From an optimization exercise on the open Yosys and OpenROAD flow, aimed at small area and a short achievable clock period; shortcuts taken in it are not production practice.
At most, simulation tests tie the RTL to the original design; equivalence was not proved.
No activity file was given, so power comes from the tool's default toggle rates.

Design Microprocessor, start of the top module:
module Microprocessor(
    input clk,
    input reset,                  
    input interrupt,
    input [7:0] data_in,          
    output [7:0] data_out,        
    output [7:0] pm_addr,         
    input [23:0] pm_data,         
    output dm_en,                 
    output dm_we,                 
    output [7:0] dm_addr,         
    output [7:0] dm_wdata,        
    input [7:0] dm_rdata          
    );
==> module Flag_Unit, before the edit <==
module Flag_Unit(
    input  [7:0] rdata,
    input  [7:0] A_e, B_e,
    input        a_rd, b_rd,
    input  [7:0] data_in,
    input        sub, f_add, f_in, f_ls, f_rs, f_rsa,
    input  [3:0] lut,
    output       zero, cout
    );
wire [7:0] a = a_rd ? rdata : A_e;
wire [7:0] b = b_rd ? rdata : B_e;
wire [7:0] O = a_rd ? B_e : A_e;
wire [7:0] T = sub ? O : (~O + 8'd1);
wire eq;
Nor8 neq(.x(rdata ^ T), .y(eq));
wire z_both = sub | ~|rdata[6:0];
wire [7:0] bxe = B_e ^ {8{sub}};
wire [7:0] kin = {A_e[6:0] | bxe[6:0], sub};     
wire z_e = ~|(A_e ^ bxe ^ kin);
wire z_add = (a_rd & b_rd) ? z_both : (a_rd | b_rd) ? eq : z_e;
wire [2:0] s = b[2:0];
wire nb = ~|b[7:3];
wire [7:0] ls_keep, rs_keep, lu;    
genvar i;
generate for (i = 0; i < 8; i = i + 1) begin : sh
    assign ls_keep[i] = nb & (s <= 7 - i);
    assign rs_keep[i] = (nb & (s <= i)) | ((i == 7) ? f_rsa : 1'b0);
    assign lu[i] = lut[{a[i], b[i]}];
end endgenerate
wire [7:0] t = lu |
               ({8{f_in}}  & data_in) |
               ({8{f_ls}}  & a & ls_keep) |
               ({8{f_rs}}  & a & rs_keep);
wire z_oth;
Nor8 nz(.x(t), .y(z_oth));
assign zero = f_add ? z_add : z_oth;
Carry_Out co(.a(a), .b(b), .sub(sub), .cout(cout));
endmodule
Settings: LEC_CHECK=0, CAP_MARGIN=20, CORE_MARGIN=2, CORE_UTILIZATION=70, CTS_BUF_LIST=sky130_fd_sc_hd__clkbuf_16, CTS_CLUSTER_DIAMETER=80, CTS_CLUSTER_SIZE=20, SETUP_SLACK_MARGIN=5.0, SLEW_MARGIN=20, SYNTH_HIERARCHICAL=1; clock period 12.5 ns.
run.sh (not shown) runs the stock make flow with config.mk's settings and CLKGATE_MAP_FILE= SYNTH_SCRIPT=/design/flow/synth_recipe.tcl, a recipe that flattens the netlist after the stock synthesis.
The baseline went through all stages and came out clean.
==> next run, changes <==
--- a/flow/design.v
+++ b/flow/design.v
@@ -220,37 +220,29 @@
     input        sub, f_add, f_in, f_ls, f_rs, f_rsa,
     input  [3:0] lut,
     output       zero, cout
     );
 wire [7:0] a = a_rd ? rdata : A_e;
 wire [7:0] b = b_rd ? rdata : B_e;
-wire [7:0] O = a_rd ? B_e : A_e;
-wire [7:0] T = sub ? O : (~O + 8'd1);
-wire eq;
-Nor8 neq(.x(rdata ^ T), .y(eq));
-wire z_both = sub | ~|rdata[6:0];
-wire [7:0] bxe = B_e ^ {8{sub}};
-wire [7:0] kin = {A_e[6:0] | bxe[6:0], sub};     
-wire z_e = ~|(A_e ^ bxe ^ kin);
-wire z_add = (a_rd & b_rd) ? z_both : (a_rd | b_rd) ? eq : z_e;
+wire [7:0] bx = b ^ {8{sub}};
+wire [7:0] kin = {a[6:0] | bx[6:0], sub};
+wire [7:0] zt  = a ^ bx ^ kin;
 wire [2:0] s = b[2:0];
 wire nb = ~|b[7:3];
 wire [7:0] ls_keep, rs_keep, lu;    
 genvar i;
 generate for (i = 0; i < 8; i = i + 1) begin : sh
     assign ls_keep[i] = nb & (s <= 7 - i);
     assign rs_keep[i] = (nb & (s <= i)) | ((i == 7) ? f_rsa : 1'b0);
     assign lu[i] = lut[{a[i], b[i]}];
 end endgenerate
-wire [7:0] t = lu |
+wire [7:0] t = ({8{f_add}} & zt) | lu |
                ({8{f_in}}  & data_in) |
                ({8{f_ls}}  & a & ls_keep) |
                ({8{f_rs}}  & a & rs_keep);
-wire z_oth;
-Nor8 nz(.x(t), .y(z_oth));
-assign zero = f_add ? z_add : z_oth;
+Nor8 nz(.x(t), .y(zero));
 Carry_Out co(.a(a), .b(b), .sub(sub), .cout(cout));
 endmodule
 module Nor8(input [7:0] x, output y);
 wire [3:0] u;
 wire [1:0] v;
 Gate_Nor2  g0(.a(x[0]), .b(x[1]), .y(u[0]));
Result: Fmax climbs by 0.56%; wire length drops by 0.37%; via count climbs by 0.76%; non-clock buffer count climbs by 13; cell count drops by 0.49%; power stays flat; die area drops by 0.77%; clock skew climbs by 0.015 ns; worst setup slack gains 0.042 ns; final area stays flat.
Only the layout flow was run in the first run of this note; the RTL was not checked for function there.

juniper:
Microprocessor again, from the RTL that the note above started with.
Settings: LEC_CHECK=0, CAP_MARGIN=20, CORE_MARGIN=2, CORE_UTILIZATION=70, CTS_BUF_LIST=sky130_fd_sc_hd__clkbuf_16, CTS_CLUSTER_DIAMETER=80, CTS_CLUSTER_SIZE=20, SETUP_SLACK_MARGIN=5.0, SLEW_MARGIN=20, SYNTH_HIERARCHICAL=1; clock period 12.5 ns.
standard.sh (not shown) runs the stock make flow with config.mk's settings and CLKGATE_MAP_FILE= SYNTH_SCRIPT=/design/flow/synth_recipe.tcl, a recipe that flattens the netlist after the stock synthesis.
==> flow/flow/run.sh <==
#!/bin/bash
# The standard layout (the standard.sh with its standard synthesis), with two
# changes to how it is made:
#  - ports are buffered with buf_2 cells instead of the default delay-buffer cell,
#  - the resizer may swap a cell for one of another footprint.
# The make output goes to flow_make.log; ORFS keeps each step's log under orfs/logs.
set -euo pipefail
bash standard.sh MATCH_CELL_FOOTPRINT=0 \
  "BUFFER_PORTS_ARGS=-buffer_cell sky130_fd_sc_hd__buf_2" finish > flow_make.log 2>&1
Modified inputs, lagoon compared to juniper
-- flow/design.v --
<<< juniper, line 224
wire [7:0] a = a_rd ? rdata : A_e;
wire [7:0] b = b_rd ? rdata : B_e;
wire [7:0] O = a_rd ? B_e : A_e;
wire [7:0] T = sub ? O : (~O + 8'd1);
wire eq;
Nor8 neq(.x(rdata ^ T), .y(eq));
wire z_both = sub | ~|rdata[6:0];
wire [7:0] bxe = B_e ^ {8{sub}};
wire [7:0] kin = {A_e[6:0] | bxe[6:0], sub};     
wire z_e = ~|(A_e ^ bxe ^ kin);
wire z_add = (a_rd & b_rd) ? z_both : (a_rd | b_rd) ? eq : z_e;
wire [2:0] s = b[2:0];
wire nb = ~|b[7:3];
>>> lagoon, line 224
wire [7:0] a = a_rd ? rdata : A_e;
wire [7:0] b = b_rd ? rdata : B_e;
wire [7:0] bx = b ^ {8{sub}};
wire [7:0] kin = {a[6:0] | bx[6:0], sub};
wire [7:0] zt  = a ^ bx ^ kin;
wire [2:0] s = b[2:0];
wire nb = ~|b[7:3];
<<< juniper, line 242
    assign lu[i] = lut[{a[i], b[i]}];
end endgenerate
wire [7:0] t = lu |
               ({8{f_in}}  & data_in) |
               ({8{f_ls}}  & a & ls_keep) |
               ({8{f_rs}}  & a & rs_keep);
wire z_oth;
Nor8 nz(.x(t), .y(z_oth));
assign zero = f_add ? z_add : z_oth;
Carry_Out co(.a(a), .b(b), .sub(sub), .cout(cout));
endmodule
>>> lagoon, line 236
    assign lu[i] = lut[{a[i], b[i]}];
end endgenerate
wire [7:0] t = ({8{f_add}} & zt) | lu |
               ({8{f_in}}  & data_in) |
               ({8{f_ls}}  & a & ls_keep) |
               ({8{f_rs}}  & a & rs_keep);
Nor8 nz(.x(t), .y(zero));
Carry_Out co(.a(a), .b(b), .sub(sub), .cout(cout));
endmodule
==> comparison <==
juniper → lagoon: via count did not really move, growth of design area from synthesis to finish up 0.32 points. Summary of the comparison: total wire length is higher in lagoon, relative to juniper. Taking juniper as the reference point, the portion of total power attributed to the clock network of lagoon rises by 1.0 points. Diff juniper..lagoon | power | negligible. Summary of lagoon over juniper: maximum operating frequency lost about 0.4%, clock network power consumption picked up an extra 3.7%, final setup slack of the worst path lost 30 ps, wire length of the first global-routing pass picked up an extra about 1.1%. lagoon — cell area about 0.5% lower, juniper as reference. Summary: with juniper as the reference, number of buffers created by CTS in lagoon moved up by a few percent. Min post-synthesis instance total across lagoon and juniper: lagoon. Core box area in lagoon vs juniper: down about 0.54%. Timing startpoint of the critical path: dm_rdata[2] -> lagoon, dm_rdata[7] -> juniper.
The RTL of juniper was laid out without a check of its function.

The RTL this note starts from:
==> flow/design.v <==
`timescale 1ns / 1ps
module Microprocessor(
    input clk,
    input reset,                  
    input interrupt,
    input [7:0] data_in,          
    output [7:0] data_out,        
    output [7:0] pm_addr,         
    input [23:0] pm_data,         
    output dm_en,                 
    output dm_we,                 
    output [7:0] dm_addr,         
    output [7:0] dm_wdata,        
    input [7:0] dm_rdata          
    );
reg  [23:0] ins_prv;         
reg  [7:0]  pc_q;            
reg         rst_q;           
reg  [7:0]  ret_q;           
reg         int_q;           
reg         stall_q;         
reg         jt2, jt4;        
reg         ld1;             
reg  [4:0]  op_dec;
reg  [4:0]  RA_dec, RW_dec;
reg  [7:0]  imm;             
reg  [7:0]  AR;              
reg  [4:0]  RW_ex, RW_dm, RW_wb;
reg  [7:0]  ans_ex, ex_out, ans_wb;
reg  [7:0]  dout_q, dm_data_q;
reg  [1:0]  flag_q;          
reg         mem_rw_ex, mem_en_ex, msel_ex, msel_dm;
reg  [7:0]  rf [0:31];
wire [23:0] ins_raw = stall_q ? ins_prv : pm_data;
wire [23:0] ins = reset ? ins_raw : 24'd0;
wire [4:0]  op = ins[23:19];
wire is_cj  = op[4] & op[3] & op[2];
wire is_jmp = (op == 5'b11000);
wire is_ret = (op == 5'b10000);
wire is_ld  = (op == 5'b10100);
wire is_hlt = (op == 5'b10001);
wire stall;
wire [7:0] ret_addr;
wire [31:0] sel_a, sel_b;
wire [7:0] rd_a, rd_b;
Read_Decode dec_a(.idx(ins_raw[13:9]), .sel(sel_a));
Read_Decode dec_b(.idx(imm[7:3]), .sel(sel_b));
genvar gi, gr;
generate for (gi = 0; gi < 8; gi = gi + 1) begin : rdbit
    wire [31:0] col;
    for (gr = 0; gr < 32; gr = gr + 1) begin : row
        assign col[gr] = rf[gr][gi];
    end
    Read_Select rsa(.d(col), .sel(sel_a), .y(rd_a[gi]));
    Read_Select rsb(.d(col), .sel(sel_b), .y(rd_b[gi]));
end endgenerate
wire [7:0] ans_dm = msel_dm ? dm_rdata : ex_out;
wire [4:0] RB_dec = imm[7:3];
wire imm_sel = ~op_dec[4] & op_dec[3];
wire a_ex = (RA_dec == RW_ex);
wire a_dm = ~a_ex & (RA_dec == RW_dm);
wire [7:0] A_e = a_ex ? ans_ex : a_dm ? ex_out : (RA_dec == RW_wb) ? ans_wb : AR;
wire a_rd = a_dm & msel_dm;
wire b_ex = (RB_dec == RW_ex);
wire b_dm = ~b_ex & (RB_dec == RW_dm);
wire [7:0] B_e = imm_sel ? imm : b_ex ? ans_ex : b_dm ? ex_out : rd_b;
wire b_rd = ~imm_sel & b_dm & msel_dm;
wire [7:0] A, B, ans_tmp;
wire flag_z, flag_c;
wire [7:0] cur_addr;
Late_Block late(
    .rdata(dm_rdata), .A_e(A_e), .B_e(B_e), .a_rd(a_rd), .b_rd(b_rd),
    .op_dec(op_dec), .flag_q(flag_q), .data_in(data_in), .ans_ex(ans_ex),
    .ins(ins), .reset(reset), .stall_q(stall_q), .jt4(jt4), .ld1(ld1), .int_q(int_q),
    .pc_q(pc_q), .rst_q(rst_q), .ret_q(ret_q),
    .A(A), .B(B), .ans_tmp(ans_tmp), .flag_z(flag_z), .flag_c(flag_c),
    .stall(stall), .ret_addr(ret_addr), .cur_addr(cur_addr));
wire mask = is_jmp | is_cj | ld1;
always @(posedge clk) begin
    ins_prv <= ins_raw;
    pc_q    <= cur_addr;
    rst_q   <= reset;
    ret_q   <= reset ? ret_addr : 8'd0;
    int_q   <= reset & interrupt;
    stall_q <= reset & stall;
    jt2     <= reset & is_cj & ~jt4;
    jt4     <= reset & jt2;
    ld1     <= reset & is_ld & ~ld1;
    op_dec  <= op;
    RA_dec  <= mask ? 5'd0 : ins[13:9];
    RW_dec  <= mask ? 5'd0 : ins[18:14];
    imm     <= ins[8:1];
    AR      <= rd_a;
    RW_ex   <= reset ? RW_dec : 5'd0;
    RW_dm   <= reset ? RW_ex : 5'd0;
    RW_wb   <= reset ? RW_dm : 5'd0;
    ans_ex  <= reset ? ans_tmp : 8'd0;
    ex_out  <= reset ? ans_ex : 8'd0;
    ans_wb  <= reset ? ans_dm : 8'd0;
    dout_q  <= reset ? ((op_dec == 5'b10111) ? A : dout_q) : 8'd0;
    dm_data_q <= B;
    flag_q  <= reset ? {flag_z, flag_c} : 2'd0;
    mem_rw_ex <= reset & op_dec[0];
    mem_en_ex <= reset & (ld1 | (op_dec == 5'b10101));
    msel_ex   <= reset & ld1;
    msel_dm   <= reset & msel_ex;
    rf[RW_dm] <= ans_dm;
end
assign pm_addr  = cur_addr;
assign data_out = dout_q;
assign dm_en    = mem_en_ex;
assign dm_we    = mem_rw_ex;
assign dm_addr  = ans_ex;
assign dm_wdata = dm_data_q;
endmodule
module Late_Block(
    input  [7:0] rdata,
    input  [7:0] A_e, B_e,
    input        a_rd, b_rd,
    input  [4:0] op_dec,
    input  [1:0] flag_q,
    input  [7:0] data_in,
    input  [7:0] ans_ex,
    input  [23:0] ins,
    input        reset, stall_q, jt4, ld1, int_q,
    input  [7:0] pc_q,
    input        rst_q,
    input  [7:0] ret_q,
    output [7:0] A, B,
    output [7:0] ans_tmp,
    output       flag_z, flag_c,
    output       stall,
    output [7:0] ret_addr,
    output [7:0] cur_addr
    );
assign A = a_rd ? rdata : A_e;
assign B = b_rd ? rdata : B_e;
wire sub = op_dec[0];
wire [7:0] Bx = B ^ {8{sub}};
wire [8:0] sum = {1'b0, A} + {1'b0, Bx} + {8'd0, sub};
wire big = |B[7:3];
wire fill = op_dec[1] & op_dec[0] & A[7];
wire [15:0] rsh = {{8{fill}}, A} >> B[2:0];
wire [7:0] shr = big ? {8{fill}} : rsh[7:0];
wire [7:0] shl = big ? 8'd0 : (A << B[2:0]);
reg [7:0] res_nadd;      
always @* begin
    casez (op_dec)
        5'b0?010: res_nadd = B;
        5'b0?100: res_nadd = A & B;
        5'b0?101: res_nadd = A | B;
        5'b0?110: res_nadd = A ^ B;
        5'b0?111: res_nadd = ~B;
        5'b1010?: res_nadd = A;
        5'b10110: res_nadd = data_in;
        5'b11001: res_nadd = shl;
        5'b11010, 5'b11011: res_nadd = shr;
        5'b10000, 5'b10001, 5'b10111, 5'b11000, 5'b111??: res_nadd = ans_ex;
        default:  res_nadd = 8'd0;
    endcase
end
wire is_addsub = ~op_dec[4] & ~op_dec[2] & ~op_dec[1];
assign ans_tmp = is_addsub ? sum[7:0] : res_nadd;
wire [7:0] kin = {A[6:0] | Bx[6:0], sub};
wire [7:0] zt  = A ^ Bx ^ kin;
wire zero_res = ~|(is_addsub ? zt : res_nadd);
wire op_j   = op_dec[4] & op_dec[3] & op_dec[2];
wire z_off  = (op_dec == 5'b10000) | (op_dec == 5'b10001) | (op_dec == 5'b10100) |
              (op_dec == 5'b10101) | (op_dec == 5'b10111) | (op_dec == 5'b11000);
assign flag_z = op_j ? flag_q[1] : (~z_off & zero_res);
assign flag_c = op_j ? flag_q[0] : (is_addsub & sum[8]);
wire [4:0] op = ins[23:19];
wire is_cj  = op[4] & op[3] & op[2];
wire is_jmp = (op == 5'b11000);
wire is_ret = (op == 5'b10000);
wire is_ld  = (op == 5'b10100);
wire is_hlt = (op == 5'b10001);
assign stall = (is_cj & ~jt4) | (is_ld & ~ld1) | is_hlt;
wire [7:0] next_addr = rst_q ? pc_q + 8'd1 : 8'd0;
assign ret_addr = int_q ? next_addr : ret_q;
wire [7:0] seq_addr  = stall ? pc_q : next_addr;
wire [7:0] jmp_loc   = is_ret ? ret_addr : (int_q ? 8'hf0 : ins[7:0]);
wire       uncond    = is_jmp | is_ret | int_q;
wire fsel  = ins[20] ? flag_z : flag_c;     
wire tk1   = uncond | (is_cj & ~ins[19]);   
wire tk0   = uncond | (is_cj &  ins[19]);   
wire [7:0] addr1 = tk1 ? jmp_loc : seq_addr;
wire [7:0] addr0 = tk0 ? jmp_loc : seq_addr;
assign cur_addr = reset ? (fsel ? addr1 : addr0) : 8'd0;
endmodule
module Read_Decode(input [4:0] idx, output [31:0] sel);
assign sel = 32'd1 << idx;
endmodule
module Read_Select(input [31:0] d, input [31:0] sel, output y);
assign y = |(d & sel);
endmodule
export LEC_CHECK = 0
export CAP_MARGIN = 20
export CORE_MARGIN = 2
export CORE_UTILIZATION = 70
export CTS_BUF_LIST = sky130_fd_sc_hd__clkbuf_4
export SETUP_SLACK_MARGIN = 5.0
export SLEW_MARGIN = 20
export SYNTH_HIERARCHICAL = 1
create_clock -name core_clock -period 12.5 [get_ports {clk}]
run.sh (not shown) runs the stock make flow with config.mk's settings and CLKGATE_MAP_FILE= SYNTH_SCRIPT=/design/flow/synth_recipe.tcl, a recipe that flattens the netlist after the stock synthesis.
Stock flow here: none of the scripts above is used.
The starting point went through all stages and came out clean.
Next try:
--- a/flow/design.v
+++ b/flow/design.v
@@ -41,19 +41,6 @@
 wire is_hlt = (op == 5'b10001);
 wire stall;
 wire [7:0] ret_addr;
-wire [31:0] sel_a, sel_b;
-wire [7:0] rd_a, rd_b;
-Read_Decode dec_a(.idx(ins_raw[13:9]), .sel(sel_a));
-Read_Decode dec_b(.idx(imm[7:3]), .sel(sel_b));
-genvar gi, gr;
-generate for (gi = 0; gi < 8; gi = gi + 1) begin : rdbit
-    wire [31:0] col;
-    for (gr = 0; gr < 32; gr = gr + 1) begin : row
-        assign col[gr] = rf[gr][gi];
-    end
-    Read_Select rsa(.d(col), .sel(sel_a), .y(rd_a[gi]));
-    Read_Select rsb(.d(col), .sel(sel_b), .y(rd_b[gi]));
-end endgenerate
 wire [7:0] ans_dm = msel_dm ? dm_rdata : ex_out;
 wire [4:0] RB_dec = imm[7:3];
 wire imm_sel = ~op_dec[4] & op_dec[3];
@@ -63,7 +50,7 @@
 wire a_rd = a_dm & msel_dm;
 wire b_ex = (RB_dec == RW_ex);
 wire b_dm = ~b_ex & (RB_dec == RW_dm);
-wire [7:0] B_e = imm_sel ? imm : b_ex ? ans_ex : b_dm ? ex_out : rd_b;
+wire [7:0] B_e = imm_sel ? imm : b_ex ? ans_ex : b_dm ? ex_out : rf[RB_dec];
 wire b_rd = ~imm_sel & b_dm & msel_dm;
 wire [7:0] A, B, ans_tmp;
 wire flag_z, flag_c;
@@ -90,7 +77,7 @@
     RA_dec  <= mask ? 5'd0 : ins[13:9];
     RW_dec  <= mask ? 5'd0 : ins[18:14];
     imm     <= ins[8:1];
-    AR      <= rd_a;
+    AR      <= rf[ins_raw[13:9]];
     RW_ex   <= reset ? RW_dec : 5'd0;
     RW_dm   <= reset ? RW_ex : 5'd0;
     RW_wb   <= reset ? RW_dm : 5'd0;
@@ -188,9 +175,3 @@
 wire [7:0] addr0 = tk0 ? jmp_loc : seq_addr;
 assign cur_addr = reset ? (fsel ? addr1 : addr0) : 8'd0;
 endmodule
-module Read_Decode(input [4:0] idx, output [31:0] sel);
-assign sel = 32'd1 << idx;
-endmodule
-module Read_Select(input [31:0] d, input [31:0] sel, output y);
-assign y = |(d & sel);
-endmodule
Effect: Worst hold slack is better by 0.043 ns. Clock-buffer cell count came out lower by 5. Die area came out higher by 11%. Worst setup slack is better by 1.1 ns. Sequential cell count stays the same. Via count came out higher by 5.6%. Total power came out higher by 6.2%. First-iteration DRC count came out higher by 22%. Synthesized area came out higher by 11%. Final area came out higher by 11%. Routed wire length came out higher by 3.3%. Final cell count came out higher by 8.1%. Clock skew came out lower by 0.052 ns. Global-route usage came out lower by 2.1 points.
Function was not checked in any run of this note: the RTL went through the layout flow alone.

==> re-timing with driven ports <==
In the flow no input, the clock included, has a driving cell. The finished layouts below were timed again as built, in two steps. Step 1 (the two cells are an assumption about what drives the block):
set clk [get_ports {clk}]
set_driving_cell -lib_cell sky130_fd_sc_hd__clkbuf_16 $clk
set_driving_cell -lib_cell sky130_fd_sc_hd__buf_2 [delete_from_list [all_inputs] $clk]
Step 2 times the ports against the registers' clock, not the clock port: input delays grow and output delays shrink by t, the midpoint of the rising clock arrivals with the driver on. Three values: no drivers, after step 1, after step 2; two values: the first two.
run | shift t [ns] | slack for setup (ns) | worst setup path after step 2 | pins driven straight from the clock port
the first run of note 1 | 0.605 | 4.990 / 4.944 / 4.944 | input to output | 1
the second run of note 1 | 0.625 | 5.032 / 5.011 / 5.011 | input to output | 1
juniper | 0.599 | 5.026 / 4.988 / 4.988 | input to output | 1
lagoon | 0.611 | 4.996 / 4.969 / 4.969 | input to output | 1
the first run of note 3 | 0.822 | 3.085 / 3.036 / 3.454 | input to output | 1
the second run of note 3 | 0.815 | 4.161 / 4.109 / 4.256 | input to output | 1
After both steps setup and hold are still met in every run listed. The setup slack of the first run of note 1, which loses most, moves by -0.046 ns with the drivers and by -0.046 ns with both steps.
